From an optimization exercise on the open Yosys and OpenROAD flow, aimed at small area; shortcuts taken in it are not production practice. The RTL was checked by simulation tests, not by an equivalence proof against the original design. Power figures rest on the tool's default switching activity, not on a simulated workload.

==> flow/design.v (excerpt) <==
module turn_points_rom(
    input                   clk,
    input                   reset,
    input                   load_raw,
    input [ 1:0]            song,
    input [10:0]            refer_x, refer_y,
    input [ 9:0]            current_block_x, current_block_y,
    input [ 9:0]            x1, y1, x2, y2,
    output reg              fail,
    output                  is_road,
    output [2:0]            debug
    );
export LEC_CHECK = 0
export CAP_MARGIN = 20
export CORE_MARGIN = 2
export CORE_UTILIZATION = 40
export CTS_BUF_LIST = sky130_fd_sc_hd__clkbuf_4
export SETUP_SLACK_MARGIN = 0.4
export SLEW_MARGIN = 20
export SYNTH_MEMORY_MAX_BITS = 16384
create_clock -name core_clock -period 10.0 [get_ports {clk}]
standard.sh (not shown) runs the stock make flow with config.mk's settings and CLKGATE_MAP_FILE= SYNTH_SCRIPT=/design/flow/synth_recipe.tcl, a recipe that flattens the netlist after the stock synthesis.
==> flow/flow/run.sh <==
#!/bin/bash
# Own layout flow: the standard synthesis (same script, same register mapping) with
# two changes to the combinational mapping: Yosys's extract_fa (half/full adder cells)
# is skipped and ABC runs the area-oriented script flow/abc.script instead of ORFS's
# delay script. Then the standard layout steps, with port buffers of buf_2.
set -euo pipefail
W=$(pwd)
F=$W/flow
python3 - "$FLOW_HOME/scripts/synth.tcl" "$W/synth_area.tcl" "$F/abc.script" <<'PY'
import sys
src, dst, script = sys.argv[1:4]
s = open(src).read()
old = "  log_cmd abc {*}$abc_args\n"
assert s.count(old) == 1
new = ("  set abc_args [lreplace $abc_args 1 1 " + script + "]\n"
       "  set i [lsearch $abc_args -D]\n"
       "  if { $i >= 0 } { set abc_args [lreplace $abc_args $i [expr {$i + 1}]] }\n" + old)
s = s.replace(old, new)
old = "  extract_fa {*}[dont_use_extract_fa_args]\n"
assert s.count(old) == 1
s = s.replace(old, "")
open(dst, "w").write(s)
PY
python3 - "$W/synth_recipe.tcl" "$W/synth_top.tcl" "$W/synth_area.tcl" <<'PY'
import sys
src, dst, inner = sys.argv[1:4]
s = open(src).read()
old = "source $::env(SCRIPTS_DIR)/synth.tcl"
assert s.count(old) == 1
open(dst, "w").write(s.replace(old, "source " + inner))
PY
make -C "$FLOW_HOME" DESIGN_CONFIG="$W/config.mk" WORK_HOME="$W/orfs" CLKGATE_MAP_FILE= \
    SYNTH_SCRIPT="$W/synth_top.tcl" synth > "$W/synth.log" 2>&1
bash standard.sh "BUFFER_PORTS_ARGS=-buffer_cell sky130_fd_sc_hd__buf_2" "CTS_ARGS=-sink_clustering_enable -repair_clock_nets -buf_list sky130_fd_sc_hd__clkbuf_4 -dont_use_dummy_load -sink_clustering_size 8 -sink_clustering_max_diameter 40" finish > "$W/layout.log" 2>&1
==> flow/flow/abc.script <==
strash
balance -l
resub -K 6 -l
rewrite -l
resub -K 6 -N 2 -l
refactor -l
resub -K 8 -l
balance -l
resub -K 8 -N 2 -l
rewrite -l
resub -K 10 -l
rewrite -z -l
resub -K 10 -N 2 -l
balance -l
resub -K 12 -l
refactor -z -l
resub -K 12 -N 2 -l
rewrite -z -l
balance -l
&get -n
&get -n
&deepsyn -T 600
&put
dch -f
amap
strash
dch -f
amap
topo
==> next run, changes <==
--- a/flow/flow/run.sh
+++ b/flow/flow/run.sh
@@ -5 +5,4 @@
-# delay script. Then the standard layout steps, with port buffers of buf_2.
+# delay script. Then the standard layout steps (standard.sh), with every port still
+# buffered (by buf_1 cells), and clock tree synthesis with clkbuf_4 cells, small sink
+# clusters and no dummy loads, and ORFS power recovery (downsizing gates off the
+# critical paths) after global routing. Each tool's output goes to synth.log / layout.log here.
@@ -34 +37 @@
-bash standard.sh "BUFFER_PORTS_ARGS=-buffer_cell sky130_fd_sc_hd__buf_2" "CTS_ARGS=-sink_clustering_enable -repair_clock_nets -buf_list sky130_fd_sc_hd__clkbuf_4 -dont_use_dummy_load -sink_clustering_size 8 -sink_clustering_max_diameter 40" finish > "$W/layout.log" 2>&1
+bash standard.sh RECOVER_POWER=100 "BUFFER_PORTS_ARGS=-buffer_cell sky130_fd_sc_hd__buf_1" "CTS_ARGS=-sink_clustering_enable -repair_clock_nets -buf_list sky130_fd_sc_hd__clkbuf_4 -dont_use_dummy_load -sink_clustering_size 8 -sink_clustering_max_diameter 40" finish > "$W/layout.log" 2>&1
Settings changed: PLACE_DENSITY set to 0.4.
Outcome:
- Now the flow finished but fails on capacitance limit, slew limit
- setup slack degrades by 0.42 ns
- combinational power stays flat
- clock power came out lower by 13%
- area after synthesis came out higher by 0.33%
- non-clock buffer count does not change
- core utilization came out lower by 0.38 points
- sequential share of layout area came out higher by 0.16 points
- cell count barely changes
- critical path depth came out lower by 1
- design area came out lower by 0.65%
- via count came out lower by 2.3%
==> next run, changes <==
--- a/flow/flow/run.sh
+++ b/flow/flow/run.sh
@@ -5,4 +5 @@
-# delay script. Then the standard layout steps (standard.sh), with every port still
-# buffered (by buf_1 cells), and clock tree synthesis with clkbuf_4 cells, small sink
-# clusters and no dummy loads, and ORFS power recovery (downsizing gates off the
-# critical paths) after global routing. Each tool's output goes to synth.log / layout.log here.
+# delay script. Then the standard layout steps, with port buffers of buf_2.
@@ -37 +34 @@
-bash standard.sh RECOVER_POWER=100 "BUFFER_PORTS_ARGS=-buffer_cell sky130_fd_sc_hd__buf_1" "CTS_ARGS=-sink_clustering_enable -repair_clock_nets -buf_list sky130_fd_sc_hd__clkbuf_4 -dont_use_dummy_load -sink_clustering_size 8 -sink_clustering_max_diameter 40" finish > "$W/layout.log" 2>&1
+bash standard.sh "BUFFER_PORTS_ARGS=-buffer_cell sky130_fd_sc_hd__buf_1" "CTS_ARGS=-sink_clustering_enable -repair_clock_nets -buf_list sky130_fd_sc_hd__clkbuf_2 -dont_use_dummy_load -sink_clustering_size 6 -sink_clustering_max_diameter 30" finish > "$W/layout.log" 2>&1
Settings changed: CTS_BUF_LIST sky130_fd_sc_hd__clkbuf_4 to sky130_fd_sc_hd__clkbuf_2, PLACE_DENSITY 0.4 to not set.
=> The changed run passed the timing, DRC and antenna checks; final area is about the same; core utilization goes up by 0.16 points; power barely changes; synthesized area goes down by 0.33%; global-route usage goes up by 4.2 points.

* * *

Setup of v6:
Starting RTL as in the previous note.
## turn_points_rom
module turn_points_rom(
    input                   clk,
    input                   reset,
    input                   load_raw,
    input [ 1:0]            song,
    input [10:0]            refer_x, refer_y,
    input [ 9:0]            current_block_x, current_block_y,
    input [ 9:0]            x1, y1, x2, y2,
    output reg              fail,
    output                  is_road,
    output [2:0]            debug
    );
export LEC_CHECK = 0
export CAP_MARGIN = 20
export CORE_MARGIN = 2
export CORE_UTILIZATION = 40
export CTS_BUF_LIST = sky130_fd_sc_hd__clkbuf_4
export PLACE_DENSITY = 0.4
export SETUP_SLACK_MARGIN = 0.4
export SLEW_MARGIN = 20
export SYNTH_MEMORY_MAX_BITS = 16384
create_clock -name core_clock -period 10.0 [get_ports {clk}]
==> flow/flow/run.sh <==
#!/bin/bash
# Own layout flow: the standard synthesis (same script, same register mapping) with
# two changes to the combinational mapping: Yosys's extract_fa (half/full adder cells)
# is skipped and ABC runs the area-oriented script flow/abc.script instead of ORFS's
# delay script. Then the standard layout steps (standard.sh), with every port still
# buffered (by buf_1 cells), and clock tree synthesis with clkbuf_4 cells, small sink
# clusters and no dummy loads. Each tool's output goes to synth.log / layout.log here.
set -euo pipefail
W=$(pwd)
F=$W/flow
python3 - "$FLOW_HOME/scripts/synth.tcl" "$W/synth_area.tcl" "$F/abc.script" <<'PY'
import sys
src, dst, script = sys.argv[1:4]
s = open(src).read()
old = "  log_cmd abc {*}$abc_args\n"
assert s.count(old) == 1
new = ("  set abc_args [lreplace $abc_args 1 1 " + script + "]\n"
       "  set i [lsearch $abc_args -D]\n"
       "  if { $i >= 0 } { set abc_args [lreplace $abc_args $i [expr {$i + 1}]] }\n" + old)
s = s.replace(old, new)
old = "  extract_fa {*}[dont_use_extract_fa_args]\n"
assert s.count(old) == 1
s = s.replace(old, "")
open(dst, "w").write(s)
PY
python3 - "$W/synth_recipe.tcl" "$W/synth_top.tcl" "$W/synth_area.tcl" <<'PY'
import sys
src, dst, inner = sys.argv[1:4]
s = open(src).read()
old = "source $::env(SCRIPTS_DIR)/synth.tcl"
assert s.count(old) == 1
open(dst, "w").write(s.replace(old, "source " + inner))
PY
make -C "$FLOW_HOME" DESIGN_CONFIG="$W/config.mk" WORK_HOME="$W/orfs" CLKGATE_MAP_FILE= \
    SYNTH_SCRIPT="$W/synth_top.tcl" synth > "$W/synth.log" 2>&1
bash standard.sh "BUFFER_PORTS_ARGS=-buffer_cell sky130_fd_sc_hd__buf_1" "CTS_ARGS=-sink_clustering_enable -repair_clock_nets -buf_list sky130_fd_sc_hd__clkbuf_4 -dont_use_dummy_load -sink_clustering_size 8 -sink_clustering_max_diameter 40" finish > "$W/layout.log" 2>&1
Scripts as last shown in full above: flow/flow/abc.script
The following lists how v7 was set up differently from v6:
--- a/flow/flow/abc.script
+++ b/flow/flow/abc.script
@@ -21,3 +21,4 @@
 &get -n
-&deepsyn -T 600
+&stochsyn -I 30 -P 4 -T 300 &dc2
+&deepsyn -T 300
 &put
--- outcome ---
From v6 to v7 the numbers moved as follows: routed wire length saw an increase, post-route cell area saw an increase, synthesized cell count saw little to no change, sequential cell area share saw a decrease. Summary of v7 over v6: minimum setup slack in the final design decreased 0.37 ns; total routed wire length on the met1 layer increased about 8%; first-pass GRT wire length increased 18 mm.

* * *

== job 5217 ==
turn_points_rom, a different RTL version from the one above (not shown whole).
For scale: ~290 flip-flops, roughly 92 I/O pins, ~28000 µm² of cells after synthesis.
## turn_points_rom
module turn_points_rom(
    input                   clk,
    input                   reset,
    input                   load_raw,
    input [ 1:0]            song,
    input [10:0]            refer_x, refer_y,
    input [ 9:0]            current_block_x, current_block_y,
    input [ 9:0]            x1, y1, x2, y2,
    output reg              fail,
    output                  is_road,
    output [2:0]            debug
    );
Settings: LEC_CHECK=0, CAP_MARGIN=20, CORE_MARGIN=2, CORE_UTILIZATION=40, CTS_BUF_LIST=sky130_fd_sc_hd__clkbuf_4, SETUP_SLACK_MARGIN=0.4, SLEW_MARGIN=20, SYNTH_MEMORY_MAX_BITS=16384; clock period 10.0 ns.
==> flow/flow/run.sh <==
#!/bin/bash
# Own layout flow: the standard synthesis (same script, same register mapping) with
# two changes to the combinational mapping: Yosys's extract_fa (half/full adder cells)
# is skipped and ABC runs the area-oriented script flow/abc.script instead of ORFS's
# delay script. Then the standard layout steps, with port buffers of buf_2.
set -euo pipefail
W=$(pwd)
F=$W/flow
python3 - "$FLOW_HOME/scripts/synth.tcl" "$W/synth_area.tcl" "$F/abc.script" <<'PY'
import sys
src, dst, script = sys.argv[1:4]
s = open(src).read()
old = "  log_cmd abc {*}$abc_args\n"
assert s.count(old) == 1
new = ("  set abc_args [lreplace $abc_args 1 1 " + script + "]\n"
       "  set i [lsearch $abc_args -D]\n"
       "  if { $i >= 0 } { set abc_args [lreplace $abc_args $i [expr {$i + 1}]] }\n" + old)
s = s.replace(old, new)
old = "  extract_fa {*}[dont_use_extract_fa_args]\n"
assert s.count(old) == 1
s = s.replace(old, "")
open(dst, "w").write(s)
PY
python3 - "$W/synth_recipe.tcl" "$W/synth_top.tcl" "$W/synth_area.tcl" <<'PY'
import sys
src, dst, inner = sys.argv[1:4]
s = open(src).read()
old = "source $::env(SCRIPTS_DIR)/synth.tcl"
assert s.count(old) == 1
open(dst, "w").write(s.replace(old, "source " + inner))
PY
make -C "$FLOW_HOME" DESIGN_CONFIG="$W/config.mk" WORK_HOME="$W/orfs" CLKGATE_MAP_FILE= \
    SYNTH_SCRIPT="$W/synth_top.tcl" synth > "$W/synth.log" 2>&1
bash standard.sh "BUFFER_PORTS_ARGS=-buffer_cell sky130_fd_sc_hd__buf_2" "CTS_ARGS=-sink_clustering_enable -repair_clock_nets -buf_list sky130_fd_sc_hd__clkbuf_4 -dont_use_dummy_load -sink_clustering_size 10 -sink_clustering_max_diameter 50" finish > "$W/layout.log" 2>&1
==> flow/flow/abc.script <==
strash
balance -l
resub -K 6 -l
rewrite -l
resub -K 6 -N 2 -l
refactor -l
resub -K 8 -l
balance -l
resub -K 8 -N 2 -l
rewrite -l
resub -K 10 -l
rewrite -z -l
resub -K 10 -N 2 -l
balance -l
resub -K 12 -l
refactor -z -l
resub -K 12 -N 2 -l
rewrite -z -l
balance -l
&get -n
&get -n
&deepsyn -T 120
&put
dch -f
amap
topo
Job 5217 went all the way through the flow, and no timing, DRC or antenna check failed.
Changes in job 4901 relative to job 5217:
--- a/flow/flow/run.sh
+++ b/flow/flow/run.sh
@@ -32,3 +32,3 @@
 make -C "$FLOW_HOME" DESIGN_CONFIG="$W/config.mk" WORK_HOME="$W/orfs" CLKGATE_MAP_FILE= \
     SYNTH_SCRIPT="$W/synth_top.tcl" synth > "$W/synth.log" 2>&1
-bash standard.sh "BUFFER_PORTS_ARGS=-buffer_cell sky130_fd_sc_hd__buf_2" "CTS_ARGS=-sink_clustering_enable -repair_clock_nets -buf_list sky130_fd_sc_hd__clkbuf_4 -dont_use_dummy_load -sink_clustering_size 10 -sink_clustering_max_diameter 50" finish > "$W/layout.log" 2>&1
+bash standard.sh "BUFFER_PORTS_ARGS=-buffer_cell sky130_fd_sc_hd__buf_2" "CTS_ARGS=-sink_clustering_enable -repair_clock_nets -buf_list sky130_fd_sc_hd__clkbuf_4 -dont_use_dummy_load -sink_clustering_size 8 -sink_clustering_max_diameter 40" finish > "$W/layout.log" 2>&1
--- a/flow/flow/abc.script
+++ b/flow/flow/abc.script
@@ -20,5 +20,5 @@
 &get -n
 &get -n
-&deepsyn -T 120
+&deepsyn -T 300
 &put
 dch -f
## What came out
- Job 4901 completed end to end with timing, DRC and antenna clean.
- Compared with job 5217, job 4901 has extra setup slack.
- In job 4901 the synthesized area turned out 0.92% lower than in job 5217.
- Job 4901 vs. job 5217: clock buffer and inverter area fraction after layout went up by 0.50 points.
- On job 4901: clock period minus worst slack is 0.22 ns lower than what job 5217 gave.

separate check: timing with driven ports:
The flow's constraints put no driver on any port. The routed layouts listed below were extracted and timed again, unchanged, in two steps. Step 1 assumes that a clkbuf_16 drives the clock port and a buf_2 every other input. Step 2, shift: input delay + t, output delay - t, t = (earliest + latest rising clock arrival at the registers) / 2. This alone moves slack from input paths to output paths. a / b / c = ideal ports / drivers / drivers and shift; a / b = the first two.
| run | t (ns) | setup slack, ns | latest minus earliest clock arrival (ns) | worst slew at a driven data input, ns |
|---|---|---|---|---|
| the first run of note 1 | 0.931 | 1.073 / 1.043 / 1.043 | 0.156 / 0.156 | 0.07 |
| the second run of note 1 | 0.935 | 0.657 / 0.594 / 0.246 | 0.118 / 0.119 | 0.13 |
| the third run of note 1 | 1.131 | 0.794 / 0.730 / 1.003 | 0.320 / 0.319 | 0.08 |
| v6 | 0.926 | 1.082 / 1.027 / 1.061 | 0.159 / 0.159 | 0.05 |
| v7 | 0.913 | 0.711 / 0.691 / 0.691 | 0.191 / 0.191 | 0.14 |
| job 5217 | 0.925 | 0.510 / 0.446 / 0.567 | 0.165 / 0.165 | 0.05 |
| job 4901 | 0.925 | 0.733 / 0.678 / 0.709 | 0.185 / 0.185 | 0.12 |
Clock arrivals are far apart in the third run of note 1, so t is only a midpoint there and step 2 fits no single register. For the second run of note 1, which loses most, drivers alone change the setup slack by -0.063 ns; drivers and shift together by -0.411 ns.
